Background: an optimization exercise with open tools, aiming at small area and a short achievable clock period. Do not read the settings as production practice.
No functional check of the RTL was part of any run shown here.

==> flow/design.v <==
module ConvEngine (
    input         clk,
    input         rst,
    input  [31:0] DMAport,
    input         acc_enable,
    input         acc_clear,
    output [31:0] result
);
  reg  [23:0] R0, R1, R2, R3, R4, R5;
  reg  [5:0]  z;               
  reg  [2:0]  lr;              
  reg  [2:0]  lrp;             
  reg  [17:0] P0, P1, P2;      
  reg  [18:0] Ds, Dc;        
  reg  [31:0] acc_s, acc_c;    
  wire       wr  = DMAport[7];
  wire [2:0] sel = DMAport[2:0];
  wire [23:0] data = DMAport[31:8];
  always @(posedge clk) begin
    if (wr) begin
      case (sel)
        3'd0: R0 <= data;
        3'd1: R1 <= data;
        3'd2: R2 <= data;
        3'd3: R3 <= data;
        3'd4: R4 <= data;
        3'd5: R5 <= data;
        default: ;
      endcase
    end
  end
  always @(posedge clk or posedge rst) begin
    if (rst) begin
      z <= 6'b111111;
      lr <= 3'b001;
      lrp <= 3'b001;
    end else begin
      lrp <= lr;
      if (wr) begin
        case (sel)
          3'd0: begin z[0] <= 1'b0; lr <= 3'b001; end
          3'd1: begin z[1] <= 1'b0; lr <= 3'b010; end
          3'd2: begin z[2] <= 1'b0; lr <= 3'b100; end
          3'd3: begin z[3] <= 1'b0; lr <= 3'b001; end
          3'd4: begin z[4] <= 1'b0; lr <= 3'b010; end
          3'd5: begin z[5] <= 1'b0; lr <= 3'b100; end
          default: ;
        endcase
      end
    end
  end
  wire [2:0] sp = lr & ~z[2:0];
  wire [2:0] sk = lr & ~z[5:3];
  wire [23:0] pix = ({24{sp[0]}} & R0) | ({24{sp[1]}} & R1) | ({24{sp[2]}} & R2);
  wire [23:0] ker = ({24{sk[0]}} & R3) | ({24{sk[1]}} & R4) | ({24{sk[2]}} & R5);
  wire [2:0]  m  = ~(lr | lrp);           
  wire        g  = (lr != lrp);           
  wire [2:0]  zz = z[2:0] & z[5:3];       
  wire [2:0]  xs = {~m[0] & ~m[1], ~m[0] & m[1], m[0]};
  wire [2:0]  ys = {~g & m[2], ~g & ~m[2], 1'b0};
  wire [17:0] P0v = zz[0] ? 18'h20000 : P0;
  wire [17:0] P1v = zz[1] ? 18'h20000 : P1;
  wire [17:0] P2v = zz[2] ? 18'h20000 : P2;
  wire [17:0] X  = ({18{xs[0]}} & P0v) | ({18{xs[1]}} & P1v) | ({18{xs[2]}} & P2v);
  wire [18:0] Y  = ({(18+1){g}} & Ds) | ({(18+1){ys[1]}} & {1'b0, P1v}) | ({(18+1){ys[2]}} & {1'b0, P2v});
  wire [18:0] Zr = {(18+1){g}} & Dc;
  wire        en = acc_enable;
  wire [17:0] Xg = {18{en}} & X;
  wire [18:0] Yg = {(18+1){en}} & Y;
  wire [18:0] Zg = {(18+1){en}} & Zr;
  wire [31:0] early;
  wire n1 = (pix[16] & ker[16]);
  wire n2 = (pix[16] & ker[17]);
  wire n3 = (pix[16] & ker[18]);
  wire n4 = (pix[16] & ker[19]);
  wire n5 = (pix[16] & ker[20]);
  wire n6 = (pix[16] & ker[21]);
  wire n7 = (pix[16] & ker[22]);
  wire n8 = ~(pix[16] & ker[23]);
  wire n9 = (pix[17] & ker[16]);
  wire n10 = (pix[17] & ker[17]);
  wire n11 = (pix[17] & ker[18]);
  wire n12 = (pix[17] & ker[19]);
  wire n13 = (pix[17] & ker[20]);
  wire n14 = (pix[17] & ker[21]);
  wire n15 = (pix[17] & ker[22]);
  wire n16 = ~(pix[17] & ker[23]);
  wire n17 = (pix[18] & ker[16]);
  wire n18 = (pix[18] & ker[17]);
  wire n19 = (pix[18] & ker[18]);
  wire n20 = (pix[18] & ker[19]);
  wire n21 = (pix[18] & ker[20]);
  wire n22 = (pix[18] & ker[21]);
  wire n23 = (pix[18] & ker[22]);
  wire n24 = ~(pix[18] & ker[23]);
  wire n25 = (pix[19] & ker[16]);
  wire n26 = (pix[19] & ker[17]);
  wire n27 = (pix[19] & ker[18]);
  wire n28 = (pix[19] & ker[19]);
  wire n29 = (pix[19] & ker[20]);
  wire n30 = (pix[19] & ker[21]);
  wire n31 = (pix[19] & ker[22]);
  wire n32 = ~(pix[19] & ker[23]);
  wire n33 = (pix[20] & ker[16]);
  wire n34 = (pix[20] & ker[17]);
  wire n35 = (pix[20] & ker[18]);
  wire n36 = (pix[20] & ker[19]);
  wire n37 = (pix[20] & ker[20]);
  wire n38 = (pix[20] & ker[21]);
  wire n39 = (pix[20] & ker[22]);
  wire n40 = ~(pix[20] & ker[23]);
  wire n41 = (pix[21] & ker[16]);
  wire n42 = (pix[21] & ker[17]);
  wire n43 = (pix[21] & ker[18]);
  wire n44 = (pix[21] & ker[19]);
  wire n45 = (pix[21] & ker[20]);
  wire n46 = (pix[21] & ker[21]);
  wire n47 = (pix[21] & ker[22]);
  wire n48 = ~(pix[21] & ker[23]);
  wire n49 = (pix[22] & ker[16]);
  wire n50 = (pix[22] & ker[17]);
  wire n51 = (pix[22] & ker[18]);
  wire n52 = (pix[22] & ker[19]);
  wire n53 = (pix[22] & ker[20]);
  wire n54 = (pix[22] & ker[21]);
  wire n55 = (pix[22] & ker[22]);
  wire n56 = ~(pix[22] & ker[23]);
  wire n57 = ~(pix[23] & ker[16]);
  wire n58 = ~(pix[23] & ker[17]);
  wire n59 = ~(pix[23] & ker[18]);
  wire n60 = ~(pix[23] & ker[19]);
  wire n61 = ~(pix[23] & ker[20]);
  wire n62 = ~(pix[23] & ker[21]);
  wire n63 = ~(pix[23] & ker[22]);
  wire n64 = (pix[23] & ker[23]);
  wire n65 = (pix[8] & ker[8]);
  wire n66 = (pix[8] & ker[9]);
  wire n67 = (pix[8] & ker[10]);
  wire n68 = (pix[8] & ker[11]);
  wire n69 = (pix[8] & ker[12]);
  wire n70 = (pix[8] & ker[13]);
  wire n71 = (pix[8] & ker[14]);
  wire n72 = ~(pix[8] & ker[15]);
  wire n73 = (pix[9] & ker[8]);
  wire n74 = (pix[9] & ker[9]);
  wire n75 = (pix[9] & ker[10]);
  wire n76 = (pix[9] & ker[11]);
  wire n77 = (pix[9] & ker[12]);
  wire n78 = (pix[9] & ker[13]);
  wire n79 = (pix[9] & ker[14]);
  wire n80 = ~(pix[9] & ker[15]);
  wire n81 = (pix[10] & ker[8]);
  wire n82 = (pix[10] & ker[9]);
  wire n83 = (pix[10] & ker[10]);
  wire n84 = (pix[10] & ker[11]);
  wire n85 = (pix[10] & ker[12]);
  wire n86 = (pix[10] & ker[13]);
  wire n87 = (pix[10] & ker[14]);
  wire n88 = ~(pix[10] & ker[15]);
  wire n89 = (pix[11] & ker[8]);
  wire n90 = (pix[11] & ker[9]);
  wire n91 = (pix[11] & ker[10]);
  wire n92 = (pix[11] & ker[11]);
  wire n93 = (pix[11] & ker[12]);
  wire n94 = (pix[11] & ker[13]);
  wire n95 = (pix[11] & ker[14]);
  wire n96 = ~(pix[11] & ker[15]);
  wire n97 = (pix[12] & ker[8]);
  wire n98 = (pix[12] & ker[9]);
  wire n99 = (pix[12] & ker[10]);
  wire n100 = (pix[12] & ker[11]);
  wire n101 = (pix[12] & ker[12]);
  wire n102 = (pix[12] & ker[13]);
  wire n103 = (pix[12] & ker[14]);
  wire n104 = ~(pix[12] & ker[15]);
  wire n105 = (pix[13] & ker[8]);
  wire n106 = (pix[13] & ker[9]);
  wire n107 = (pix[13] & ker[10]);
  wire n108 = (pix[13] & ker[11]);
  wire n109 = (pix[13] & ker[12]);
  wire n110 = (pix[13] & ker[13]);
  wire n111 = (pix[13] & ker[14]);
  wire n112 = ~(pix[13] & ker[15]);
  wire n113 = (pix[14] & ker[8]);
  wire n114 = (pix[14] & ker[9]);
  wire n115 = (pix[14] & ker[10]);
  wire n116 = (pix[14] & ker[11]);
  wire n117 = (pix[14] & ker[12]);
  wire n118 = (pix[14] & ker[13]);
  wire n119 = (pix[14] & ker[14]);
  wire n120 = ~(pix[14] & ker[15]);
  wire n121 = ~(pix[15] & ker[8]);
  wire n122 = ~(pix[15] & ker[9]);
  wire n123 = ~(pix[15] & ker[10]);
  wire n124 = ~(pix[15] & ker[11]);
  wire n125 = ~(pix[15] & ker[12]);
  wire n126 = ~(pix[15] & ker[13]);
  wire n127 = ~(pix[15] & ker[14]);
  wire n128 = (pix[15] & ker[15]);
  wire n129 = (pix[0] & ker[0]);
  wire n130 = (pix[0] & ker[1]);
  wire n131 = (pix[0] & ker[2]);
  wire n132 = (pix[0] & ker[3]);
  wire n133 = (pix[0] & ker[4]);
  wire n134 = (pix[0] & ker[5]);
  wire n135 = (pix[0] & ker[6]);
  wire n136 = ~(pix[0] & ker[7]);
  wire n137 = (pix[1] & ker[0]);
  wire n138 = (pix[1] & ker[1]);
  wire n139 = (pix[1] & ker[2]);
  wire n140 = (pix[1] & ker[3]);
  wire n141 = (pix[1] & ker[4]);
  wire n142 = (pix[1] & ker[5]);
  wire n143 = (pix[1] & ker[6]);
  wire n144 = ~(pix[1] & ker[7]);
  wire n145 = (pix[2] & ker[0]);
  wire n146 = (pix[2] & ker[1]);
  wire n147 = (pix[2] & ker[2]);
  wire n148 = (pix[2] & ker[3]);
  wire n149 = (pix[2] & ker[4]);
  wire n150 = (pix[2] & ker[5]);
  wire n151 = (pix[2] & ker[6]);
  wire n152 = ~(pix[2] & ker[7]);
  wire n153 = (pix[3] & ker[0]);
  wire n154 = (pix[3] & ker[1]);
  wire n155 = (pix[3] & ker[2]);
  wire n156 = (pix[3] & ker[3]);
  wire n157 = (pix[3] & ker[4]);
  wire n158 = (pix[3] & ker[5]);
  wire n159 = (pix[3] & ker[6]);
  wire n160 = ~(pix[3] & ker[7]);
  wire n161 = (pix[4] & ker[0]);
  wire n162 = (pix[4] & ker[1]);
  wire n163 = (pix[4] & ker[2]);
  wire n164 = (pix[4] & ker[3]);
  wire n165 = (pix[4] & ker[4]);
  wire n166 = (pix[4] & ker[5]);
  wire n167 = (pix[4] & ker[6]);
  wire n168 = ~(pix[4] & ker[7]);
  wire n169 = (pix[5] & ker[0]);
  wire n170 = (pix[5] & ker[1]);
  wire n171 = (pix[5] & ker[2]);
  wire n172 = (pix[5] & ker[3]);
  wire n173 = (pix[5] & ker[4]);
  wire n174 = (pix[5] & ker[5]);
  wire n175 = (pix[5] & ker[6]);
  wire n176 = ~(pix[5] & ker[7]);
  wire n177 = (pix[6] & ker[0]);
  wire n178 = (pix[6] & ker[1]);
  wire n179 = (pix[6] & ker[2]);
  wire n180 = (pix[6] & ker[3]);
  wire n181 = (pix[6] & ker[4]);
  wire n182 = (pix[6] & ker[5]);
  wire n183 = (pix[6] & ker[6]);
  wire n184 = ~(pix[6] & ker[7]);
  wire n185 = ~(pix[7] & ker[0]);
  wire n186 = ~(pix[7] & ker[1]);
  wire n187 = ~(pix[7] & ker[2]);
  wire n188 = ~(pix[7] & ker[3]);
  wire n189 = ~(pix[7] & ker[4]);
  wire n190 = ~(pix[7] & ker[5]);
  wire n191 = ~(pix[7] & ker[6]);
  wire n192 = (pix[7] & ker[7]);
  wire n193 = n7 ^ n14 ^ n21;
  wire n194 = (n7 & n14) | (n7 & n21) | (n14 & n21);
  wire n195 = n8 ^ n15 ^ n22;
  wire n196 = (n8 & n15) | (n8 & n22) | (n15 & n22);
  wire n197 = n29 ^ n36 ^ n43;
  wire n198 = (n29 & n36) | (n29 & n43) | (n36 & n43);
  wire n199 = n50 ^ n57 ^ n72;
  wire n200 = (n50 & n57) | (n50 & n72) | (n57 & n72);
  wire n201 = 1'b1 ^ n16 ^ n23;
  wire n202 = (1'b1 & n16) | (1'b1 & n23) | (n16 & n23);
  wire n203 = n30 ^ n37 ^ n44;
  wire n204 = (n30 & n37) | (n30 & n44) | (n37 & n44);
  wire n205 = n51 ^ n58 ^ n80;
  wire n206 = (n51 & n58) | (n51 & n80) | (n58 & n80);
  wire n207 = 1'b1 ^ n24 ^ n31;
  wire n208 = (1'b1 & n24) | (1'b1 & n31) | (n24 & n31);
  wire n209 = n38 ^ n45;
  wire n210 = n38 & n45;
  wire n211 = n5 ^ n12 ^ n19;
  wire n212 = (n5 & n12) | (n5 & n19) | (n12 & n19);
  wire n213 = n6 ^ n13 ^ n20;
  wire n214 = (n6 & n13) | (n6 & n20) | (n13 & n20);
  wire n215 = n27 ^ n34 ^ n41;
  wire n216 = (n27 & n34) | (n27 & n41) | (n34 & n41);
  wire n217 = n70 ^ n77 ^ n84;
  wire n218 = (n70 & n77) | (n70 & n84) | (n77 & n84);
  wire n219 = n28 ^ n35 ^ n42;
  wire n220 = (n28 & n35) | (n28 & n42) | (n35 & n42);
  wire n221 = n49 ^ n71 ^ n78;
  wire n222 = (n49 & n71) | (n49 & n78) | (n71 & n78);
  wire n223 = n85 ^ n92 ^ n99;
  wire n224 = (n85 & n92) | (n85 & n99) | (n92 & n99);
  wire n225 = n106 ^ n113 ^ n135;
  wire n226 = (n106 & n113) | (n106 & n135) | (n113 & n135);
  wire n227 = n142 ^ n149;
  wire n228 = n142 & n149;
  wire n229 = n79 ^ n86 ^ n93;
  wire n230 = (n79 & n86) | (n79 & n93) | (n86 & n93);
  wire n231 = n100 ^ n107 ^ n114;
  wire n232 = (n100 & n107) | (n100 & n114) | (n107 & n114);
  wire n233 = n121 ^ n136 ^ n143;
  wire n234 = (n121 & n136) | (n121 & n143) | (n136 & n143);
  wire n235 = n150 ^ n157 ^ n164;
  wire n236 = (n150 & n157) | (n150 & n164) | (n157 & n164);
  wire n237 = n171 ^ n178 ^ n185;
  wire n238 = (n171 & n178) | (n171 & n185) | (n178 & n185);
  wire n239 = n194 ^ n195;
  wire n240 = n194 & n195;
  wire n241 = n87 ^ n94 ^ n101;
  wire n242 = (n87 & n94) | (n87 & n101) | (n94 & n101);
  wire n243 = n108 ^ n115 ^ n122;
  wire n244 = (n108 & n115) | (n108 & n122) | (n115 & n122);
  wire n245 = n144 ^ n151 ^ n158;
  wire n246 = (n144 & n151) | (n144 & n158) | (n151 & n158);
  wire n247 = n165 ^ n172 ^ n179;
  wire n248 = (n165 & n172) | (n165 & n179) | (n172 & n179);
  wire n249 = n186 ^ n196 ^ n198;
  wire n250 = (n186 & n196) | (n186 & n198) | (n196 & n198);
  wire n251 = n200 ^ n201 ^ n203;
  wire n252 = (n200 & n201) | (n200 & n203) | (n201 & n203);
  wire n253 = n52 ^ n59 ^ n88;
  wire n254 = (n52 & n59) | (n52 & n88) | (n59 & n88);
  wire n255 = n95 ^ n102 ^ n109;
  wire n256 = (n95 & n102) | (n95 & n109) | (n102 & n109);
  wire n257 = n116 ^ n123 ^ n152;
  wire n258 = (n116 & n123) | (n116 & n152) | (n123 & n152);
  wire n259 = n159 ^ n166 ^ n173;
  wire n260 = (n159 & n166) | (n159 & n173) | (n166 & n173);
  wire n261 = n180 ^ n187 ^ n209;
  wire n262 = (n180 & n187) | (n180 & n209) | (n187 & n209);
  wire n263 = n202 ^ n204 ^ n206;
  wire n264 = (n202 & n204) | (n202 & n206) | (n204 & n206);
  wire n265 = n32 ^ n39 ^ n46;
  wire n266 = (n32 & n39) | (n32 & n46) | (n39 & n46);
  wire n267 = n53 ^ n60 ^ n96;
  wire n268 = (n53 & n60) | (n53 & n96) | (n60 & n96);
  wire n269 = n103 ^ n110 ^ n117;
  wire n270 = (n103 & n110) | (n103 & n117) | (n110 & n117);
  wire n271 = n124 ^ n160 ^ n167;
  wire n272 = (n124 & n160) | (n124 & n167) | (n160 & n167);
  wire n273 = n174 ^ n181 ^ n188;
  wire n274 = (n174 & n181) | (n174 & n188) | (n181 & n188);
  wire n275 = n40 ^ n47 ^ n54;
  wire n276 = (n40 & n47) | (n40 & n54) | (n47 & n54);
  wire n277 = n61 ^ n104 ^ n111;
  wire n278 = (n61 & n104) | (n61 & n111) | (n104 & n111);
  wire n279 = n4 ^ n11 ^ n18;
  wire n280 = (n4 & n11) | (n4 & n18) | (n11 & n18);
  wire n281 = n25 ^ n68;
  wire n282 = n25 & n68;
  wire n283 = n26 ^ n33 ^ n69;
  wire n284 = (n26 & n33) | (n26 & n69) | (n33 & n69);
  wire n285 = n76 ^ n83 ^ n90;
  wire n286 = (n76 & n83) | (n76 & n90) | (n83 & n90);
  wire n287 = n97 ^ n133 ^ n140;
  wire n288 = (n97 & n133) | (n97 & n140) | (n133 & n140);
  wire n289 = n91 ^ n98 ^ n105;
  wire n290 = (n91 & n98) | (n91 & n105) | (n98 & n105);
  wire n291 = n134 ^ n141 ^ n148;
  wire n292 = (n134 & n141) | (n134 & n148) | (n141 & n148);
  wire n293 = n155 ^ n162 ^ n169;
  wire n294 = (n155 & n162) | (n155 & n169) | (n162 & n169);
  wire n295 = n212 ^ n213;
  wire n296 = n212 & n213;
  wire n297 = n156 ^ n163 ^ n170;
  wire n298 = (n156 & n163) | (n156 & n170) | (n163 & n170);
  wire n299 = n177 ^ n227 ^ n214;
  wire n300 = (n177 & n227) | (n177 & n214) | (n227 & n214);
  wire n301 = n216 ^ n218 ^ n219;
  wire n302 = (n216 & n218) | (n216 & n219) | (n218 & n219);
  wire n303 = n221 ^ n223 ^ n225;
  wire n304 = (n221 & n223) | (n221 & n225) | (n223 & n225);
  wire n305 = n228 ^ n220 ^ n222;
  wire n306 = (n228 & n220) | (n228 & n222) | (n220 & n222);
  wire n307 = n224 ^ n226 ^ n229;
  wire n308 = (n224 & n226) | (n224 & n229) | (n226 & n229);
  wire n309 = n231 ^ n233 ^ n235;
  wire n310 = (n231 & n233) | (n231 & n235) | (n233 & n235);
  wire n311 = n237 ^ n197 ^ n199;
  wire n312 = (n237 & n197) | (n237 & n199) | (n197 & n199);
  wire n313 = n230 ^ n232 ^ n234;
  wire n314 = (n230 & n232) | (n230 & n234) | (n232 & n234);
  wire n315 = n236 ^ n238 ^ n241;
  wire n316 = (n236 & n238) | (n236 & n241) | (n238 & n241);
  wire n317 = n243 ^ n245 ^ n247;
  wire n318 = (n243 & n245) | (n243 & n247) | (n245 & n247);
  wire n319 = n205 ^ n240 ^ n249;
  wire n320 = (n205 & n240) | (n205 & n249) | (n240 & n249);
  wire n321 = n242 ^ n244 ^ n246;
  wire n322 = (n242 & n244) | (n242 & n246) | (n244 & n246);
  wire n323 = n248 ^ n253 ^ n255;
  wire n324 = (n248 & n253) | (n248 & n255) | (n253 & n255);
  wire n325 = n257 ^ n259 ^ n207;
  wire n326 = (n257 & n259) | (n257 & n207) | (n259 & n207);
  wire n327 = n261 ^ n250 ^ n263;
  wire n328 = (n261 & n250) | (n261 & n263) | (n250 & n263);
  wire n329 = n210 ^ n208 ^ n254;
  wire n330 = (n210 & n208) | (n210 & n254) | (n208 & n254);
  wire n331 = n256 ^ n258 ^ n260;
  wire n332 = (n256 & n258) | (n256 & n260) | (n258 & n260);
  wire n333 = n265 ^ n267 ^ n269;
  wire n334 = (n265 & n267) | (n265 & n269) | (n267 & n269);
  wire n335 = n271 ^ n273 ^ n262;
  wire n336 = (n271 & n273) | (n271 & n262) | (n273 & n262);
  wire n337 = n118 ^ n125 ^ n168;
  wire n338 = (n118 & n125) | (n118 & n168) | (n125 & n168);
  wire n339 = n175 ^ n182 ^ n189;
  wire n340 = (n175 & n182) | (n175 & n189) | (n182 & n189);
  wire n341 = n266 ^ n268 ^ n270;
  wire n342 = (n266 & n268) | (n266 & n270) | (n268 & n270);
  wire n343 = n272 ^ n274 ^ n275;
  wire n344 = (n272 & n274) | (n272 & n275) | (n274 & n275);
  wire n345 = n48 ^ n55 ^ n62;
  wire n346 = (n48 & n55) | (n48 & n62) | (n55 & n62);
  wire n347 = n112 ^ n119 ^ n126;
  wire n348 = (n112 & n119) | (n112 & n126) | (n119 & n126);
  wire n349 = n176 ^ n183 ^ n190;
  wire n350 = (n176 & n183) | (n176 & n190) | (n183 & n190);
  wire n351 = n3 ^ n10 ^ n17;
  wire n352 = (n3 & n10) | (n3 & n17) | (n10 & n17);
  wire n353 = n67 ^ n74;
  wire n354 = n67 & n74;
  wire n355 = n75 ^ n82 ^ n89;
  wire n356 = (n75 & n82) | (n75 & n89) | (n82 & n89);
  wire n357 = n132 ^ n139 ^ n146;
  wire n358 = (n132 & n139) | (n132 & n146) | (n139 & n146);
  wire n359 = n153 ^ n281;
  wire n360 = n153 & n281;
  wire n361 = n147 ^ n154 ^ n161;
  wire n362 = (n147 & n154) | (n147 & n161) | (n154 & n161);
  wire n363 = n282 ^ n280 ^ n283;
  wire n364 = (n282 & n280) | (n282 & n283) | (n280 & n283);
  wire n365 = n285 ^ n287 ^ n211;
  wire n366 = (n285 & n287) | (n285 & n211) | (n287 & n211);
  wire n367 = n284 ^ n286 ^ n288;
  wire n368 = (n284 & n286) | (n284 & n288) | (n286 & n288);
  wire n369 = n289 ^ n291 ^ n293;
  wire n370 = (n289 & n291) | (n289 & n293) | (n291 & n293);
  wire n371 = n215 ^ n217 ^ n295;
  wire n372 = (n215 & n217) | (n215 & n295) | (n217 & n295);
  wire n373 = n290 ^ n292 ^ n294;
  wire n374 = (n290 & n292) | (n290 & n294) | (n292 & n294);
  wire n375 = n297 ^ n193 ^ n296;
  wire n376 = (n297 & n193) | (n297 & n296) | (n193 & n296);
  wire n377 = n299 ^ n301 ^ n303;
  wire n378 = (n299 & n301) | (n299 & n303) | (n301 & n303);
  wire n379 = n298 ^ n239 ^ n300;
  wire n380 = (n298 & n239) | (n298 & n300) | (n239 & n300);
  wire n381 = n305 ^ n302 ^ n304;
  wire n382 = (n305 & n302) | (n305 & n304) | (n302 & n304);
  wire n383 = n307 ^ n309 ^ n311;
  wire n384 = (n307 & n309) | (n307 & n311) | (n309 & n311);
  wire n385 = n306 ^ n313 ^ n308;
  wire n386 = (n306 & n313) | (n306 & n308) | (n313 & n308);
  wire n387 = n310 ^ n312 ^ n315;
  wire n388 = (n310 & n312) | (n310 & n315) | (n312 & n315);
  wire n389 = n317 ^ n251 ^ n319;
  wire n390 = (n317 & n251) | (n317 & n319) | (n251 & n319);
  wire n391 = n314 ^ n321 ^ n252;
  wire n392 = (n314 & n321) | (n314 & n252) | (n321 & n252);
  wire n393 = n316 ^ n318 ^ n323;
  wire n394 = (n316 & n318) | (n316 & n323) | (n318 & n323);
  wire n395 = n325 ^ n320 ^ n327;
  wire n396 = (n325 & n320) | (n325 & n327) | (n320 & n327);
  wire n397 = n264 ^ n322 ^ n329;
  wire n398 = (n264 & n322) | (n264 & n329) | (n322 & n329);
  wire n399 = n331 ^ n324 ^ n326;
  wire n400 = (n331 & n324) | (n331 & n326) | (n324 & n326);
  wire n401 = n333 ^ n335 ^ n328;
  wire n402 = (n333 & n335) | (n333 & n328) | (n335 & n328);
  wire n403 = n337 ^ n339 ^ n277;
  wire n404 = (n337 & n339) | (n337 & n277) | (n339 & n277);
  wire n405 = n330 ^ n332 ^ n341;
  wire n406 = (n330 & n332) | (n330 & n341) | (n332 & n341);
  wire n407 = n334 ^ n343 ^ n336;
  wire n408 = (n334 & n343) | (n334 & n336) | (n343 & n336);
  wire n409 = n276 ^ n278 ^ n338;
  wire n410 = (n276 & n278) | (n276 & n338) | (n278 & n338);
  wire n411 = n340 ^ n345 ^ n347;
  wire n412 = (n340 & n345) | (n340 & n347) | (n345 & n347);
  wire n413 = n349 ^ n342 ^ n344;
  wire n414 = (n349 & n342) | (n349 & n344) | (n342 & n344);
  wire n415 = n56 ^ n63 ^ n120;
  wire n416 = (n56 & n63) | (n56 & n120) | (n63 & n120);
  wire n417 = n127 ^ n184 ^ n191;
  wire n418 = (n127 & n184) | (n127 & n191) | (n184 & n191);
  wire n419 = n346 ^ n348 ^ n350;
  wire n420 = (n346 & n348) | (n346 & n350) | (n348 & n350);
  wire n421 = n2 ^ n9 ^ n66;
  wire n422 = (n2 & n9) | (n2 & n66) | (n9 & n66);
  wire n423 = n81 ^ n131 ^ n138;
  wire n424 = (n81 & n131) | (n81 & n138) | (n131 & n138);
  wire n425 = n145 ^ n353;
  wire n426 = n145 & n353;
  wire n427 = n354 ^ n352 ^ n355;
  wire n428 = (n354 & n352) | (n354 & n355) | (n352 & n355);
  wire n429 = n357 ^ n279 ^ n359;
  wire n430 = (n357 & n279) | (n357 & n359) | (n279 & n359);
  wire n431 = n356 ^ n358 ^ n361;
  wire n432 = (n356 & n358) | (n356 & n361) | (n358 & n361);
  wire n433 = n360 ^ n363 ^ n365;
  wire n434 = (n360 & n363) | (n360 & n365) | (n363 & n365);
  wire n435 = n362 ^ n367 ^ n364;
  wire n436 = (n362 & n367) | (n362 & n364) | (n367 & n364);
  wire n437 = n366 ^ n369 ^ n371;
  wire n438 = (n366 & n369) | (n366 & n371) | (n369 & n371);
  wire n439 = n368 ^ n373 ^ n370;
  wire n440 = (n368 & n373) | (n368 & n370) | (n373 & n370);
  wire n441 = n375 ^ n372 ^ n377;
  wire n442 = (n375 & n372) | (n375 & n377) | (n372 & n377);
  wire n443 = n374 ^ n376 ^ n379;
  wire n444 = (n374 & n376) | (n374 & n379) | (n376 & n379);
  wire n445 = n381 ^ n378 ^ n383;
  wire n446 = (n381 & n378) | (n381 & n383) | (n378 & n383);
  wire n447 = n380 ^ n382 ^ n385;
  wire n448 = (n380 & n382) | (n380 & n385) | (n382 & n385);
  wire n449 = n384 ^ n387 ^ n389;
  wire n450 = (n384 & n387) | (n384 & n389) | (n387 & n389);
  wire n451 = n386 ^ n391 ^ n388;
  wire n452 = (n386 & n391) | (n386 & n388) | (n391 & n388);
  wire n453 = n393 ^ n390 ^ n395;
  wire n454 = (n393 & n390) | (n393 & n395) | (n390 & n395);
  wire n455 = n392 ^ n397 ^ n399;
  wire n456 = (n392 & n397) | (n392 & n399) | (n397 & n399);
  wire n457 = n394 ^ n401 ^ n396;
  wire n458 = (n394 & n401) | (n394 & n396) | (n401 & n396);
  wire n459 = n403 ^ n398 ^ n400;
  wire n460 = (n403 & n398) | (n403 & n400) | (n398 & n400);
  wire n461 = n405 ^ n407 ^ n402;
  wire n462 = (n405 & n407) | (n405 & n402) | (n407 & n402);
  wire n463 = n409 ^ n404 ^ n411;
  wire n464 = (n409 & n404) | (n409 & n411) | (n404 & n411);
  wire n465 = n406 ^ n413 ^ n408;
  wire n466 = (n406 & n413) | (n406 & n408) | (n413 & n408);
  wire n467 = n415 ^ n417 ^ n410;
  wire n468 = (n415 & n417) | (n415 & n410) | (n417 & n410);
  wire n469 = n419 ^ n412 ^ n414;
  wire n470 = (n419 & n412) | (n419 & n414) | (n412 & n414);
  wire n471 = n64 ^ n128 ^ n192;
  wire n472 = (n64 & n128) | (n64 & n192) | (n128 & n192);
  wire n473 = n416 ^ n418 ^ n420;
  wire n474 = (n416 & n418) | (n416 & n420) | (n418 & n420);
  wire n475 = n73 ^ n130;
  wire n476 = n73 & n130;
  wire n477 = n422 ^ n423 ^ n351;
  wire n478 = (n422 & n423) | (n422 & n351) | (n423 & n351);
  wire n479 = n424 ^ n426 ^ n427;
  wire n480 = (n424 & n426) | (n424 & n427) | (n426 & n427);
  wire n481 = n428 ^ n431 ^ n430;
  wire n482 = (n428 & n431) | (n428 & n430) | (n431 & n430);
  wire n483 = n432 ^ n435 ^ n434;
  wire n484 = (n432 & n435) | (n432 & n434) | (n435 & n434);
  wire n485 = n436 ^ n439 ^ n438;
  wire n486 = (n436 & n439) | (n436 & n438) | (n439 & n438);
  wire n487 = n440 ^ n443 ^ n442;
  wire n488 = (n440 & n443) | (n440 & n442) | (n443 & n442);
  wire n489 = n444 ^ n447 ^ n446;
  wire n490 = (n444 & n447) | (n444 & n446) | (n447 & n446);
  wire n491 = n448 ^ n451 ^ n450;
  wire n492 = (n448 & n451) | (n448 & n450) | (n451 & n450);
  wire n493 = n452 ^ n455 ^ n457;
  wire n494 = (n452 & n455) | (n452 & n457) | (n455 & n457);
  wire n495 = n459 ^ n456 ^ n461;
  wire n496 = (n459 & n456) | (n459 & n461) | (n456 & n461);
  wire n497 = n463 ^ n460 ^ n465;
  wire n498 = (n463 & n460) | (n463 & n465) | (n460 & n465);
  wire n499 = n467 ^ n464 ^ n469;
  wire n500 = (n467 & n464) | (n467 & n469) | (n464 & n469);
  wire n501 = n471 ^ n468 ^ n473;
  wire n502 = (n471 & n468) | (n471 & n473) | (n468 & n473);
  wire n503 = 1'b1 ^ n472;
  wire n504 = 1'b1 & n472;
  wire n505 = n1 ^ n65;
  wire n506 = n1 & n65;
  wire n507 = n137 ^ n475 ^ n421;
  wire n508 = (n137 & n475) | (n137 & n421) | (n475 & n421);
  wire n509 = n476 ^ n425 ^ n477;
  wire n510 = (n476 & n425) | (n476 & n477) | (n425 & n477);
  wire n511 = n478 ^ n429 ^ n479;
  wire n512 = (n478 & n429) | (n478 & n479) | (n429 & n479);
  wire n513 = n480 ^ n433 ^ n481;
  wire n514 = (n480 & n433) | (n480 & n481) | (n433 & n481);
  wire n515 = n482 ^ n437 ^ n483;
  wire n516 = (n482 & n437) | (n482 & n483) | (n437 & n483);
  wire n517 = n484 ^ n441 ^ n485;
  wire n518 = (n484 & n441) | (n484 & n485) | (n441 & n485);
  wire n519 = n445 ^ n486 ^ n487;
  wire n520 = (n445 & n486) | (n445 & n487) | (n486 & n487);
  wire n521 = n488 ^ n489 ^ n449;
  wire n522 = (n488 & n489) | (n488 & n449) | (n489 & n449);
  wire n523 = n490 ^ n453 ^ n491;
  wire n524 = (n490 & n453) | (n490 & n491) | (n453 & n491);
  wire n525 = n454 ^ n492 ^ n493;
  wire n526 = (n454 & n492) | (n454 & n493) | (n492 & n493);
  wire n527 = n458 ^ n495 ^ n494;
  wire n528 = (n458 & n495) | (n458 & n494) | (n495 & n494);
  wire n529 = n462 ^ n497 ^ n496;
  wire n530 = (n462 & n497) | (n462 & n496) | (n497 & n496);
  wire n531 = n466 ^ n499 ^ n498;
  wire n532 = (n466 & n499) | (n466 & n498) | (n499 & n498);
  wire n533 = n470 ^ n501 ^ n500;
  wire n534 = (n470 & n501) | (n470 & n500) | (n501 & n500);
  wire n535 = n503 ^ n474 ^ n502;
  wire n536 = (n503 & n474) | (n503 & n502) | (n474 & n502);
  wire [18:0] t1a = {1'b0, 1'b0, n504, n535, n533, n531, n529, n527, n525, n523, n521, n519, n517, n515, n513, n511, n509, n507, n505};
  wire [18:0] t1b = {1'b0, 1'b0, n536, n534, n532, n530, n528, n526, n524, n522, n520, n518, n516, n514, n512, n510, n508, n506, n129};
  wire n537 = acc_s[0] ^ acc_c[0];
  wire n538 = acc_s[0] & acc_c[0];
  wire n539 = acc_s[1] ^ acc_c[1] ^ Xg[1];
  wire n540 = (acc_s[1] & acc_c[1]) | (acc_s[1] & Xg[1]) | (acc_c[1] & Xg[1]);
  wire n541 = acc_s[2] ^ acc_c[2] ^ Xg[2];
  wire n542 = (acc_s[2] & acc_c[2]) | (acc_s[2] & Xg[2]) | (acc_c[2] & Xg[2]);
  wire n543 = acc_s[3] ^ acc_c[3] ^ Xg[3];
  wire n544 = (acc_s[3] & acc_c[3]) | (acc_s[3] & Xg[3]) | (acc_c[3] & Xg[3]);
  wire n545 = acc_s[4] ^ acc_c[4] ^ Xg[4];
  wire n546 = (acc_s[4] & acc_c[4]) | (acc_s[4] & Xg[4]) | (acc_c[4] & Xg[4]);
  wire n547 = acc_s[5] ^ acc_c[5] ^ Xg[5];
  wire n548 = (acc_s[5] & acc_c[5]) | (acc_s[5] & Xg[5]) | (acc_c[5] & Xg[5]);
  wire n549 = acc_s[6] ^ acc_c[6] ^ Xg[6];
  wire n550 = (acc_s[6] & acc_c[6]) | (acc_s[6] & Xg[6]) | (acc_c[6] & Xg[6]);
  wire n551 = acc_s[7] ^ acc_c[7] ^ Xg[7];
  wire n552 = (acc_s[7] & acc_c[7]) | (acc_s[7] & Xg[7]) | (acc_c[7] & Xg[7]);
  wire n553 = acc_s[8] ^ acc_c[8] ^ Xg[8];
  wire n554 = (acc_s[8] & acc_c[8]) | (acc_s[8] & Xg[8]) | (acc_c[8] & Xg[8]);
  wire n555 = acc_s[9] ^ acc_c[9] ^ Xg[9];
  wire n556 = (acc_s[9] & acc_c[9]) | (acc_s[9] & Xg[9]) | (acc_c[9] & Xg[9]);
  wire n557 = acc_s[10] ^ acc_c[10] ^ Xg[10];
  wire n558 = (acc_s[10] & acc_c[10]) | (acc_s[10] & Xg[10]) | (acc_c[10] & Xg[10]);
  wire n559 = acc_s[11] ^ acc_c[11] ^ Xg[11];
  wire n560 = (acc_s[11] & acc_c[11]) | (acc_s[11] & Xg[11]) | (acc_c[11] & Xg[11]);
  wire n561 = acc_s[12] ^ acc_c[12] ^ Xg[12];
  wire n562 = (acc_s[12] & acc_c[12]) | (acc_s[12] & Xg[12]) | (acc_c[12] & Xg[12]);
  wire n563 = acc_s[13] ^ acc_c[13] ^ Xg[13];
  wire n564 = (acc_s[13] & acc_c[13]) | (acc_s[13] & Xg[13]) | (acc_c[13] & Xg[13]);
  wire n565 = acc_s[14] ^ acc_c[14] ^ Xg[14];
  wire n566 = (acc_s[14] & acc_c[14]) | (acc_s[14] & Xg[14]) | (acc_c[14] & Xg[14]);
  wire n567 = acc_s[15] ^ acc_c[15] ^ Xg[15];
  wire n568 = (acc_s[15] & acc_c[15]) | (acc_s[15] & Xg[15]) | (acc_c[15] & Xg[15]);
  wire n569 = acc_s[16] ^ acc_c[16] ^ Xg[16];
  wire n570 = (acc_s[16] & acc_c[16]) | (acc_s[16] & Xg[16]) | (acc_c[16] & Xg[16]);
  wire n571 = acc_s[17] ^ acc_c[17] ^ en;
  wire n572 = (acc_s[17] & acc_c[17]) | (acc_s[17] & en) | (acc_c[17] & en);
  wire n573 = Xg[17] ^ Yg[17];
  wire n574 = Xg[17] & Yg[17];
  wire n575 = acc_s[18] ^ acc_c[18] ^ Yg[18];
  wire n576 = (acc_s[18] & acc_c[18]) | (acc_s[18] & Yg[18]) | (acc_c[18] & Yg[18]);
  wire n577 = Xg[0] ^ Yg[0];
  wire n578 = Xg[0] & Yg[0];
  wire n579 = Yg[1] ^ Zg[1] ^ n538;
  wire n580 = (Yg[1] & Zg[1]) | (Yg[1] & n538) | (Zg[1] & n538);
  wire n581 = Yg[2] ^ Zg[2] ^ n540;
  wire n582 = (Yg[2] & Zg[2]) | (Yg[2] & n540) | (Zg[2] & n540);
  wire n583 = Yg[3] ^ Zg[3] ^ n542;
  wire n584 = (Yg[3] & Zg[3]) | (Yg[3] & n542) | (Zg[3] & n542);
  wire n585 = Yg[4] ^ Zg[4] ^ n544;
  wire n586 = (Yg[4] & Zg[4]) | (Yg[4] & n544) | (Zg[4] & n544);
  wire n587 = Yg[5] ^ Zg[5] ^ n546;
  wire n588 = (Yg[5] & Zg[5]) | (Yg[5] & n546) | (Zg[5] & n546);
  wire n589 = Yg[6] ^ Zg[6] ^ n548;
  wire n590 = (Yg[6] & Zg[6]) | (Yg[6] & n548) | (Zg[6] & n548);
  wire n591 = Yg[7] ^ Zg[7] ^ n550;
  wire n592 = (Yg[7] & Zg[7]) | (Yg[7] & n550) | (Zg[7] & n550);
  wire n593 = Yg[8] ^ Zg[8] ^ n552;
  wire n594 = (Yg[8] & Zg[8]) | (Yg[8] & n552) | (Zg[8] & n552);
  wire n595 = Yg[9] ^ Zg[9] ^ n554;
  wire n596 = (Yg[9] & Zg[9]) | (Yg[9] & n554) | (Zg[9] & n554);
  wire n597 = Yg[10] ^ Zg[10] ^ n556;
  wire n598 = (Yg[10] & Zg[10]) | (Yg[10] & n556) | (Zg[10] & n556);
  wire n599 = Yg[11] ^ Zg[11] ^ n558;
  wire n600 = (Yg[11] & Zg[11]) | (Yg[11] & n558) | (Zg[11] & n558);
  wire n601 = Yg[12] ^ Zg[12] ^ n560;
  wire n602 = (Yg[12] & Zg[12]) | (Yg[12] & n560) | (Zg[12] & n560);
  wire n603 = Yg[13] ^ Zg[13] ^ n562;
  wire n604 = (Yg[13] & Zg[13]) | (Yg[13] & n562) | (Zg[13] & n562);
  wire n605 = Yg[14] ^ Zg[14] ^ n564;
  wire n606 = (Yg[14] & Zg[14]) | (Yg[14] & n564) | (Zg[14] & n564);
  wire n607 = Yg[15] ^ Zg[15] ^ n566;
  wire n608 = (Yg[15] & Zg[15]) | (Yg[15] & n566) | (Zg[15] & n566);
  wire n609 = Yg[16] ^ Zg[16] ^ n568;
  wire n610 = (Yg[16] & Zg[16]) | (Yg[16] & n568) | (Zg[16] & n568);
  wire n611 = Zg[17] ^ n573 ^ n571;
  wire n612 = (Zg[17] & n573) | (Zg[17] & n571) | (n573 & n571);
  wire n613 = Zg[18] ^ n574 ^ n572;
  wire n614 = (Zg[18] & n574) | (Zg[18] & n572) | (n574 & n572);
  wire n615 = acc_s[19] ^ acc_c[19] ^ en;
  wire n616 = (acc_s[19] & acc_c[19]) | (acc_s[19] & en) | (acc_c[19] & en);
  wire n617 = acc_s[20] ^ acc_c[20];
  wire n618 = acc_s[20] & acc_c[20];
  wire n619 = acc_s[21] ^ acc_c[21];
  wire n620 = acc_s[21] & acc_c[21];
  wire n621 = acc_s[22] ^ acc_c[22];
  wire n622 = acc_s[22] & acc_c[22];
  wire n623 = acc_s[23] ^ acc_c[23];
  wire n624 = acc_s[23] & acc_c[23];
  wire n625 = acc_s[24] ^ acc_c[24];
  wire n626 = acc_s[24] & acc_c[24];
  wire n627 = acc_s[25] ^ acc_c[25];
  wire n628 = acc_s[25] & acc_c[25];
  wire n629 = acc_s[26] ^ acc_c[26];
  wire n630 = acc_s[26] & acc_c[26];
  wire n631 = acc_s[27] ^ acc_c[27];
  wire n632 = acc_s[27] & acc_c[27];
  wire n633 = acc_s[28] ^ acc_c[28];
  wire n634 = acc_s[28] & acc_c[28];
  wire n635 = acc_s[29] ^ acc_c[29];
  wire n636 = acc_s[29] & acc_c[29];
  wire n637 = acc_s[30] ^ acc_c[30];
  wire n638 = acc_s[30] & acc_c[30];
  wire n639 = acc_s[31] ^ acc_c[31];
  wire n640 = acc_s[31] & acc_c[31];
  wire n641 = Zg[0] ^ n537;
  wire n642 = Zg[0] & n537;
  wire n643 = n578 ^ n579 ^ n539;
  wire n644 = (n578 & n579) | (n578 & n539) | (n579 & n539);
  wire n645 = n580 ^ n541 ^ n581;
  wire n646 = (n580 & n541) | (n580 & n581) | (n541 & n581);
  wire n647 = n543 ^ n582 ^ n583;
  wire n648 = (n543 & n582) | (n543 & n583) | (n582 & n583);
  wire n649 = n545 ^ n584 ^ n585;
  wire n650 = (n545 & n584) | (n545 & n585) | (n584 & n585);
  wire n651 = n547 ^ n586 ^ n587;
  wire n652 = (n547 & n586) | (n547 & n587) | (n586 & n587);
  wire n653 = n549 ^ n588 ^ n589;
  wire n654 = (n549 & n588) | (n549 & n589) | (n588 & n589);
  wire n655 = n551 ^ n590 ^ n591;
  wire n656 = (n551 & n590) | (n551 & n591) | (n590 & n591);
  wire n657 = n553 ^ n592 ^ n593;
  wire n658 = (n553 & n592) | (n553 & n593) | (n592 & n593);
  wire n659 = n555 ^ n594 ^ n595;
  wire n660 = (n555 & n594) | (n555 & n595) | (n594 & n595);
  wire n661 = n557 ^ n596 ^ n597;
  wire n662 = (n557 & n596) | (n557 & n597) | (n596 & n597);
  wire n663 = n559 ^ n598 ^ n599;
  wire n664 = (n559 & n598) | (n559 & n599) | (n598 & n599);
  wire n665 = n561 ^ n600 ^ n601;
  wire n666 = (n561 & n600) | (n561 & n601) | (n600 & n601);
  wire n667 = n563 ^ n602 ^ n603;
  wire n668 = (n563 & n602) | (n563 & n603) | (n602 & n603);
  wire n669 = n565 ^ n604 ^ n605;
  wire n670 = (n565 & n604) | (n565 & n605) | (n604 & n605);
  wire n671 = n567 ^ n606 ^ n607;
  wire n672 = (n567 & n606) | (n567 & n607) | (n606 & n607);
  wire n673 = n569 ^ n608 ^ n609;
  wire n674 = (n569 & n608) | (n569 & n609) | (n608 & n609);
  wire n675 = n570 ^ n611 ^ n610;
  wire n676 = (n570 & n611) | (n570 & n610) | (n611 & n610);
  wire n677 = n575 ^ n613 ^ n612;
  wire n678 = (n575 & n613) | (n575 & n612) | (n613 & n612);
  wire n679 = n615 ^ n576 ^ n614;
  wire n680 = (n615 & n576) | (n615 & n614) | (n576 & n614);
  wire n681 = en ^ n617 ^ n616;
  wire n682 = (en & n617) | (en & n616) | (n617 & n616);
  wire n683 = en ^ n618 ^ n619;
  wire n684 = (en & n618) | (en & n619) | (n618 & n619);
  wire n685 = en ^ n620 ^ n621;
  wire n686 = (en & n620) | (en & n621) | (n620 & n621);
  wire n687 = en ^ n622 ^ n623;
  wire n688 = (en & n622) | (en & n623) | (n622 & n623);
  wire n689 = en ^ n624 ^ n625;
  wire n690 = (en & n624) | (en & n625) | (n624 & n625);
  wire n691 = en ^ n626 ^ n627;
  wire n692 = (en & n626) | (en & n627) | (n626 & n627);
  wire n693 = en ^ n628 ^ n629;
  wire n694 = (en & n628) | (en & n629) | (n628 & n629);
  wire n695 = en ^ n630 ^ n631;
  wire n696 = (en & n630) | (en & n631) | (n630 & n631);
  wire n697 = en ^ n632 ^ n633;
  wire n698 = (en & n632) | (en & n633) | (n632 & n633);
  wire n699 = en ^ n634 ^ n635;
  wire n700 = (en & n634) | (en & n635) | (n634 & n635);
  wire n701 = en ^ n636 ^ n637;
  wire n702 = (en & n636) | (en & n637) | (n636 & n637);
  wire n703 = en ^ n638 ^ n639;
  wire n704 = (en & n638) | (en & n639) | (n638 & n639);
  wire [31:0] e_a = {n703, n701, n699, n697, n695, n693, n691, n689, n687, n685, n683, n681, n679, n677, n675, n673, n671, n669, n667, n665, n663, n661, n659, n657, n655, n653, n651, n649, n647, n645, n643, n641};
  wire [31:0] e_b = {n702, n700, n698, n696, n694, n692, n690, n688, n686, n684, n682, n680, n678, n676, n674, n672, n670, n668, n666, n664, n662, n660, n658, n656, n654, n652, n650, n648, n646, n644, n642, n577};
  wire n705 = acc_enable & n505;
  wire n706 = acc_enable & n129;
  wire n707 = acc_enable & n507;
  wire n708 = acc_enable & n506;
  wire n709 = acc_enable & n509;
  wire n710 = acc_enable & n508;
  wire n711 = acc_enable & n511;
  wire n712 = acc_enable & n510;
  wire n713 = acc_enable & n513;
  wire n714 = acc_enable & n512;
  wire n715 = acc_enable & n515;
  wire n716 = acc_enable & n514;
  wire n717 = acc_enable & n517;
  wire n718 = acc_enable & n516;
  wire n719 = acc_enable & n519;
  wire n720 = acc_enable & n518;
  wire n721 = acc_enable & n521;
  wire n722 = acc_enable & n520;
  wire n723 = acc_enable & n523;
  wire n724 = acc_enable & n522;
  wire n725 = acc_enable & n525;
  wire n726 = acc_enable & n524;
  wire n727 = acc_enable & n527;
  wire n728 = acc_enable & n526;
  wire n729 = acc_enable & n529;
  wire n730 = acc_enable & n528;
  wire n731 = acc_enable & n531;
  wire n732 = acc_enable & n530;
  wire n733 = acc_enable & n533;
  wire n734 = acc_enable & n532;
  wire n735 = acc_enable & n535;
  wire n736 = acc_enable & n534;
  wire n737 = acc_enable & n504;
  wire n738 = acc_enable & n536;
  wire n739 = n705 ^ n706 ^ early[0];
  wire n740 = (n705 & n706) | (n705 & early[0]) | (n706 & early[0]);
  wire n741 = n707 ^ n708 ^ early[1];
  wire n742 = (n707 & n708) | (n707 & early[1]) | (n708 & early[1]);
  wire n743 = n709 ^ n710 ^ early[2];
  wire n744 = (n709 & n710) | (n709 & early[2]) | (n710 & early[2]);
  wire n745 = n711 ^ n712 ^ early[3];
  wire n746 = (n711 & n712) | (n711 & early[3]) | (n712 & early[3]);
  wire n747 = n713 ^ n714 ^ early[4];
  wire n748 = (n713 & n714) | (n713 & early[4]) | (n714 & early[4]);
  wire n749 = n715 ^ n716 ^ early[5];
  wire n750 = (n715 & n716) | (n715 & early[5]) | (n716 & early[5]);
  wire n751 = n717 ^ n718 ^ early[6];
  wire n752 = (n717 & n718) | (n717 & early[6]) | (n718 & early[6]);
  wire n753 = n719 ^ n720 ^ early[7];
  wire n754 = (n719 & n720) | (n719 & early[7]) | (n720 & early[7]);
  wire n755 = n721 ^ n722 ^ early[8];
  wire n756 = (n721 & n722) | (n721 & early[8]) | (n722 & early[8]);
  wire n757 = n723 ^ n724 ^ early[9];
  wire n758 = (n723 & n724) | (n723 & early[9]) | (n724 & early[9]);
  wire n759 = n725 ^ n726 ^ early[10];
  wire n760 = (n725 & n726) | (n725 & early[10]) | (n726 & early[10]);
  wire n761 = n727 ^ n728 ^ early[11];
  wire n762 = (n727 & n728) | (n727 & early[11]) | (n728 & early[11]);
  wire n763 = n729 ^ n730 ^ early[12];
  wire n764 = (n729 & n730) | (n729 & early[12]) | (n730 & early[12]);
  wire n765 = n731 ^ n732 ^ early[13];
  wire n766 = (n731 & n732) | (n731 & early[13]) | (n732 & early[13]);
  wire n767 = n733 ^ n734 ^ early[14];
  wire n768 = (n733 & n734) | (n733 & early[14]) | (n734 & early[14]);
  wire n769 = n735 ^ n736 ^ early[15];
  wire n770 = (n735 & n736) | (n735 & early[15]) | (n736 & early[15]);
  wire n771 = n737 ^ n738 ^ early[16];
  wire n772 = (n737 & n738) | (n737 & early[16]) | (n738 & early[16]);
  wire [31:0] t2a = {early[31], early[30], early[29], early[28], early[27], early[26], early[25], early[24], early[23], early[22], early[21], early[20], early[19], early[18], n772, n770, n768, n766, n764, n762, n760, n758, n756, n754, n752, n750, n748, n746, n744, n742, n740, n739};
  wire [31:0] t2b = {1'b0, 1'b0, 1'b0, 1'b0, 1'b0, 1'b0, 1'b0, 1'b0, 1'b0, 1'b0, 1'b0, 1'b0, 1'b0, 1'b0, early[17], n771, n769, n767, n765, n763, n761, n759, n757, n755, n753, n751, n749, n747, n745, n743, n741, 1'b0};
  always @(posedge clk) begin
    Ds <= t1a;
    Dc <= t1b;
  end
  assign early = e_a + e_b;
  wire [17:0] dres = Ds + Dc;
  always @(posedge clk) begin
    if (lrp[0]) P0 <= dres;
    if (lrp[1]) P1 <= dres;
    if (lrp[2]) P2 <= dres;
  end
  always @(posedge clk or posedge rst) begin
    if (rst) begin
      acc_s <= 32'd0;
      acc_c <= 32'd0;
    end else begin
      acc_s <= {32{~acc_clear}} & t2a;
      acc_c <= {32{~acc_clear}} & t2b;
    end
  end
  assign result = acc_s + acc_c;
endmodule
==> flow/run.sh <==
#!/bin/bash
# synth_recipe.tcl (not shown) runs the flow's synth.tcl, then flattens the netlist and writes it again
# the make line also repeats each setting of config.mk as NAME=value (left out here)
make -C /OpenROAD-flow-scripts/flow DESIGN_CONFIG=/design/flow/config.mk WORK_HOME=/design/flow/orfs CLKGATE_MAP_FILE= SYNTH_SCRIPT=/design/flow/synth_recipe.tcl finish
==> flow/config.mk <==
export PLATFORM = sky130hd
export DESIGN_NAME = ConvEngine
export DESIGN_NICKNAME = ConvEngine
export VERILOG_FILES = /design/flow/design.v
export SDC_FILE = /design/flow/constraint.sdc
export NUM_CORES = 4
export LEC_CHECK = 0
export ABC_CLOCK_PERIOD_IN_PS = 6000
export CAP_MARGIN = 20
export CORE_MARGIN = 2
export CORE_UTILIZATION = 40
export SETUP_SLACK_MARGIN = 4
export SLEW_MARGIN = 20
==> flow/constraint.sdc <==
create_clock -name core_clock -period 10.0 [get_ports {clk}]
set_input_delay 2.0000 -clock core_clock [delete_from_list [all_inputs] [get_ports {clk}]]
set_output_delay 2.0000 -clock core_clock [all_outputs]
set_load 0.01 [all_outputs]
==> impl_metrics.json, run 1 <==
{
  "rows": 83,
  "cts_max_path_buffers": 3,
  "seq_area_frac_synth_pct": 39.5,
  "die_h_um": 231,
  "syn2layout_area_growth_pct": 16.4,
  "clock_insertion_delay_worst_skew_ps": 540,
  "dpl.hpwl_um": 41600,
  "cts.clk_slew.worst_paths_ps": 50,
  "mostFrequentLayoutCell": "fa_1",
  "synth_edf_count": 198,
  "grt.total_usage_pct": 21.4,
  "worst_pin_slew_ps": 1030,
  "n_antenna_cell": 0,
  "final.setup.worst_slack_ps": 4130,
  "totalWireLength_um": 56600,
  "grt_max_degree": 62,
  "met1_length_um": 25100,
  "wl_per_cell_um": 21.1,
  "cts_hold_buf": 0,
  "final-instance-count-excl-fill": 2685,
  "die-area_um2": 53500,
  "gr-total-overflow": 0,
  "drt_iter0_drc": 1058,
  "multi_input_area_um2": 11900,
  "n_fill_cell": 4693,
  "fin_setup_tns_ps": 0,
  "finalSetupViolations": 0,
  "netlist_instances": 1871,
  "r2r_setup_slack_ps": 4130,
  "drive_above_1_share_pct": 11.1,
  "cp_data_required_time_ps": 10380,
  "final_core_util_pct": 47.0,
  "start_util_pct": 40.4,
  "syn_area_per_cell_um2": 11.1,
  "outcome": "no timing/DRC/antenna violations",
  "die_x_um": 231,
  "drcViolationCount": 0,
  "ys_ff_latch": 293,
  "met2_length_um": 27200,
  "wl_met3_um": 2810,
  "ant_nets": 0,
  "syn_area_um2": 20700,
  "core_um2": 51200,
  "htree_levels": 2,
  "fmaxAchievable_ghz": 0.170,
  "antenna_found_initial": 0,
  "start_kind": "register",
  "finalHoldViolations": 0,
  "layout_common_cells": "fa_1, inv_1, nand2_1, edfxtp_1, nor2_1",
  "worstPathCellList": "nor2_4 -> buf_4 -> a22oi_1 -> and2_1 -> nor2_1 -> ha_1 -> fa_1 -> inv_1 -> fa_2 -> inv_1 -> fa_1 -> fa_1 -> inv_1 -> fa_1 -> fa_2 -> and2_1 -> fa_1 -> nor2b_1",
  "hold_path.class": "register to register",
  "highest_layer": "met4",
  "slowest_stage": "dfstp_2",
  "rsz0062_at_grt": "true",
  "crit_buf_inv": 4,
  "first_global_vias": 14900,
  "cts_tree": "done",
  "vias": 14200,
  "drt_first_pass_iters": 5,
  "min_period_ps": 5870,
  "port_buffers": 63,
  "yosysUniqueCellTypes": 74,
  "nets": 2345,
  "synth_top_flop_cell": "edfxtp_1",
  "fin_worst_skew_ps": 22.0,
  "synth_nets": 2235,
  "critical_path_class": "register to register",
  "gp_congestion": 0.967,
  "max_slew_margin_pct": 31.2,
  "max_stage_delay_ps": 710,
  "worst-path-max-fanout": 12,
  "cp_common_cell": "fa_1",
  "path_delay_family": "adder cells",
  "maxCapViolations": 0,
  "cp-end-kind": "register",
  "cts_buffers": 34,
  "drv_slew": 0,
  "post-route-period-util_pct": 58.7,
  "avgViaCountPerCell": 5.28,
  "ios": 68,
  "arrival_ps": 6250,
  "grt_pass1_wl_um": 86800,
  "cts_root_buf": "clkbuf_16",
  "clock_sinks": 293,
  "dp_cells": 2588,
  "dp_slack_ps": 2830,
  "register_area_um2": 8180,
  "yosys_warnings": 1,
  "async_flop_share_pct": 20.8
}
## cell type report
| type | count | share of cell area (%) |
|---|---|---|
| multi-input combinational | 1319 | 49.4 |
| sequential | 293 | 34.0 |
| timing repair buffer | 117 | 5.04 |
| clock buffer | 50 | 3.99 |
| tap | 680 | 3.54 |
| inverter | 216 | 3.40 |
| clock inverter | 10 | 0.614 |
## worst reg2reg max path, delay by kind of cell, from the launching register on
| family | cells | cell delay [ps] |
|---|---|---|
| flops | 1 | 710 |
| buf+inv | 4 | 390 |
| simple gates | 5 | 860 |
| compound gates | 1 | 170 |
| fa+ha+maj | 8 | 3580 |
## worst paths after layout
kind | startpoint | endpoint | depth (start not counted)
min in group asynchronous | rst | acc_s[27] | 3
max in group asynchronous | rst | lrp[1] | 3
min | lr[0] | lrp[0] | 0
max | z[2] | acc_c[10] | 18
min reg2reg | lr[0] | lrp[0] | 0
max reg2reg | z[2] | acc_c[10] | 18
## layer usage
| layer | vias up | track usage (%) |
|---|---|---|
| met4 | 0 | 6.33 |
| met3 | 79 | 2.47 |
| met2 | 376 | 35.6 |
| met5 | - | 0 |
| met1 | 7191 | 29.5 |
| li1 | 6528 | - |
## sequential cells by signal, indices dropped and copies added, names as in the netlist, 18 cells and up
signal	cells
P1	18
P2	18
R1	24
R3	24
P0	18
R0	24
R4	24
acc_s	32
R5	24
R2	24
## logic make-up (layout without fill, tap and decap cells)
logic type / after synthesis / in the layout / share of synthesized area (%)
compound gates: 315 / 315 / 10.7
flops: 293 / 293 / 39.5
fa+ha+maj: 328 / 328 / 28.2
mux: 6 / 6 / 0.351
buf+inv: 262 / 393 / 4.85
xor+xnor: 70 / 70 / 2.97
simple gates: 597 / 600 / 13.5
## timing repair
item,CTS,global route
setup endpoints to repair,42,30
pin swaps,6,10
cloned,4,4
gates resized for setup,50,57
buffers inserted,14,15
## synthesized netlist by cell type, types with 25 or more instances
cell      number  area share, %
nor2_1       164            3.0
clkbuf_1      39           0.71
nand2_1      212            3.8
dfrtp_1       53            6.4
a21oi_1       91            2.2
and2_1        53            1.6
ha_1          99            6.0
o21ai_0       29           0.70
inv_1        216            3.9
a22oi_1       47            1.7
xnor2_1       46            1.9
dfxtp_1       34            3.3
edfxtp_1     198             29
nor2b_1       53            1.6
nand2b_1      25           0.76
fa_1         229             22
## stage by stage
stage / hold WS [ps] / instance area [µm²]
floorplan: 354 / 20700
global placement: 361 / 22200
detailed placement: 361 / 22200
CTS: 381 / 23600
global route: 397 / 24100
finish: 386 / 24100
==> run 2, diff against run 1 <==
--- a/flow/config.mk
+++ b/flow/config.mk
@@ -5,9 +5,9 @@
 export SDC_FILE = /design/flow/constraint.sdc
 export NUM_CORES = 4
 export LEC_CHECK = 0
-export ABC_CLOCK_PERIOD_IN_PS = 6000
+export ABC_CLOCK_PERIOD_IN_PS = 4000
 export CAP_MARGIN = 20
 export CORE_MARGIN = 2
 export CORE_UTILIZATION = 40
-export SETUP_SLACK_MARGIN = 4
+export SETUP_SLACK_MARGIN = 5
 export SLEW_MARGIN = 20
==> impl_metrics.json, run 2 <==
{
  "min_period_ps": 5630,
  "maxCapViolations": 0,
  "cp_data_required_time_ps": 10400,
  "port_buffers": 63,
  "max_slew_margin_pct": 26.6,
  "syn_area_um2": 20700,
  "grt.total_usage_pct": 22.6,
  "avgViaCountPerCell": 5.26,
  "wl_per_cell_um": 20.8,
  "fin_worst_hold_slack_ps": 404,
  "cts_max_path_buffers": 3,
  "drive_above_1_share_pct": 29.5,
  "drt_first_pass_iters": 8,
  "ys_ff_latch": 293,
  "rsz0062_at_grt": "true",
  "cts_root_buf": "clkbuf_16",
  "grt_max_degree": 62,
  "worstPathCellList": "nor2_4 -> buf_12 -> a22o_4 -> a21oi_4 -> buf_6 -> buf_6 -> nor2_2 -> fa_2 -> inv_2 -> fa_1 -> fa_2 -> fa_1 -> inv_1 -> fa_1 -> fa_2 -> and2_4 -> fa_2 -> nor2b_1",
  "async_flop_share_pct": 20.8,
  "synth_top_area_share_pct": 28.8,
  "totalWireLength_um": 58600,
  "start_kind": "register",
  "seq_area_frac_synth_pct": 39.5,
  "post-route-period-util_pct": 56.3,
  "n_fill_cell": 4340,
  "netlist_instances": 1871,
  "dpl.hpwl_um": 40800,
  "die_h_um": 231,
  "gp_congestion": 0.944,
  "syn_area_per_cell_um2": 11.1,
  "slowest_stage": "fa_2",
  "first_global_vias": 16000,
  "final.setup.worst_slack_ps": 4370,
  "core_um2": 51200,
  "yosysMostFrequentCell": "fa_1",
  "final_area_um2": 26800,
  "path_delay_family": "adder cells",
  "grt_pass1_wl_um": 92300,
  "n_antenna_cell": 0,
  "vias": 14900,
  "die_x_um": 231,
  "cp_common_cell": "fa_2",
  "fmaxAchievable_ghz": 0.178,
  "fin_setup_tns_ps": 0,
  "critical_path_class": "register to register",
  "drv_slew": 0,
  "drt_iter0_drc": 1159,
  "synth-compound-area-share_pct": 10.7,
  "synth_edf_count": 198,
  "synth_area_leaders": "edfxtp_1, fa_1, dfrtp_1",
  "worst-path-max-fanout": 6,
  "finalSetupViolations": 0,
  "max_stage_delay_ps": 610,
  "cts_buffers": 35,
  "synth_top_cell_by_area": "edfxtp_1",
  "synthTopCellsByCount": "fa_1, inv_1, nand2_1, edfxtp_1, nor2_1",
  "start_util_pct": 40.4,
  "yosys_warnings": 1,
  "outcome": "no timing/DRC/antenna violations",
  "arrival_ps": 6030,
  "fin_worst_skew_ps": 26.6,
  "gr-total-overflow": 0,
  "drcViolationCount": 0,
  "crit_buf_inv": 5,
  "syn2layout_area_growth_pct": 29.8,
  "yosysUniqueCellTypes": 74,
  "synth_top_family_by_area": "adder cells",
  "post_dp_cell_area_um2": 22600,
  "largest_reg_flops": 32,
  "die-area_um2": 53500,
  "synth_mux_area_share_pct": 0.351,
  "dp_slack_ps": 2830,
  "nets": 2483,
  "multi_input_area_um2": 13200,
  "synthSimpleGateAreaFrac_pct": 13.5,
  "htree_levels": 2,
  "rows": 83,
  "clock_sinks": 293,
  "hold_path.class": "register to register",
  "synth_nets": 2235,
  "antenna_found_initial": 0,
  "synth_fa_ha_area_share_pct": 28.2,
  "synth-xor-area-share_pct": 2.97,
  "cp-end-kind": "register",
  "layout_common_cells": "edfxtp_1, inv_1, nand2_1, fa_1, nor2_1",
  "clock_insertion_delay_worst_skew_ps": 560,
  "top_register": "acc_s",
  "ant_nets": 0,
  "finalHoldViolations": 0,
  "cts_hold_buf": 0,
  "cts_tree": "done",
  "mostFrequentLayoutCell": "edfxtp_1",
  "cts.clk_slew.worst_paths_ps": 50,
  "register_area_um2": 8190,
  "worst_pin_slew_ps": 1100,
  "ios": 68,
  "synth_top_flop_cell": "edfxtp_1"
}
-- run 2: path summary, 6_finish.rpt --
kind                       slack, ps  cells after the start  startpoint         to
max                             4370                     18        z[3]  acc_c[10]
min                              400                      0       lr[2]     lrp[2]
max reg2reg                     4370                     18        z[3]  acc_c[10]
min reg2reg                      400                      0       lr[2]     lrp[2]
max in group asynchronous       7250                      3         rst     lrp[2]
min in group asynchronous       2000                      3         rst  acc_s[22]
-- run 2: kinds of logic after synthesis --
kind of cell,Yosys count
AOI/OAI and AO/OA,315
xor gates and xnor gates,70
adders and majority gates,328
buffers and inverters,262
DFF,293
muxes,6
and+or+nand+nor,597
-- run 2: layout make-up --
| class | count | share of cell area [%] |
|---|---|---|
| inverters | 216 | 3.06 |
| repair buffers | 253 | 9.73 |
| multi-input cells | 1320 | 49.2 |
| clock inverters | 22 | 0.974 |
| flip-flops and latches | 293 | 30.5 |
| clock buffers | 39 | 3.36 |
| well taps | 680 | 3.17 |
-- run 2: timing repair --
| item | in CTS | in global routing |
|---|---|---|
| cloned | 11 | 0 |
| buffers inserted | 127 | 37 |
| pin swaps | 127 | 88 |
| gates resized for setup | 282 | 142 |
| endpoints found under the setup margin | 82 | 63 |
-- run 2: stage by stage --
step | cells | util (%)
after detailed placement | 2587 | 44.1
after floorplan | 1871 | -
after CTS | 2786 | 51.1
after global placement | 2587 | 44.1
final | 2823 | 52.4
after global routing | 2823 | 52.4
-- run 2: routing by layer --
| metal | global-route usage, % | share of wire [%] |
|---|---|---|
| met1 | 30.0 | 44 |
| met3 | 2.65 | 4.6 |
| met2 | 38.5 | 49 |
| met4 | 7.54 | 3.1 |
| met5 | 0 | 0 |

-- what the ideal ports hide --
The results above use ideal ports. As a check the final layouts listed here were re-extracted and re-timed, cells and wires unchanged.
Step 1 sets driving cells, clkbuf_16 on the clock port and buf_2 on the other inputs (assumed; they add their load-dependent delay and slew).
Step 2 times the ports against the registers' clock, not the clock port: input delays grow and output delays shrink by t, the midpoint of the rising clock arrivals with the driver on.
Slacks: ideal / step 1 / step 2; pairs: ideal / step 1.
| run | shift t [ns] | setup WS [ns] | slew at the worst register clock pin (ns) |
|---|---|---|---|
| run 1 | 0.584 | 4.130 / 4.130 / 3.598 | 0.06 / 0.06 |
| run 2 | 0.599 | 4.368 / 4.368 / 3.793 | 0.07 / 0.07 |
After both steps every run listed still meets setup and hold. The setup slack of run 2, which loses most, moves by 0.000 ns with the drivers and by -0.575 ns with both steps.
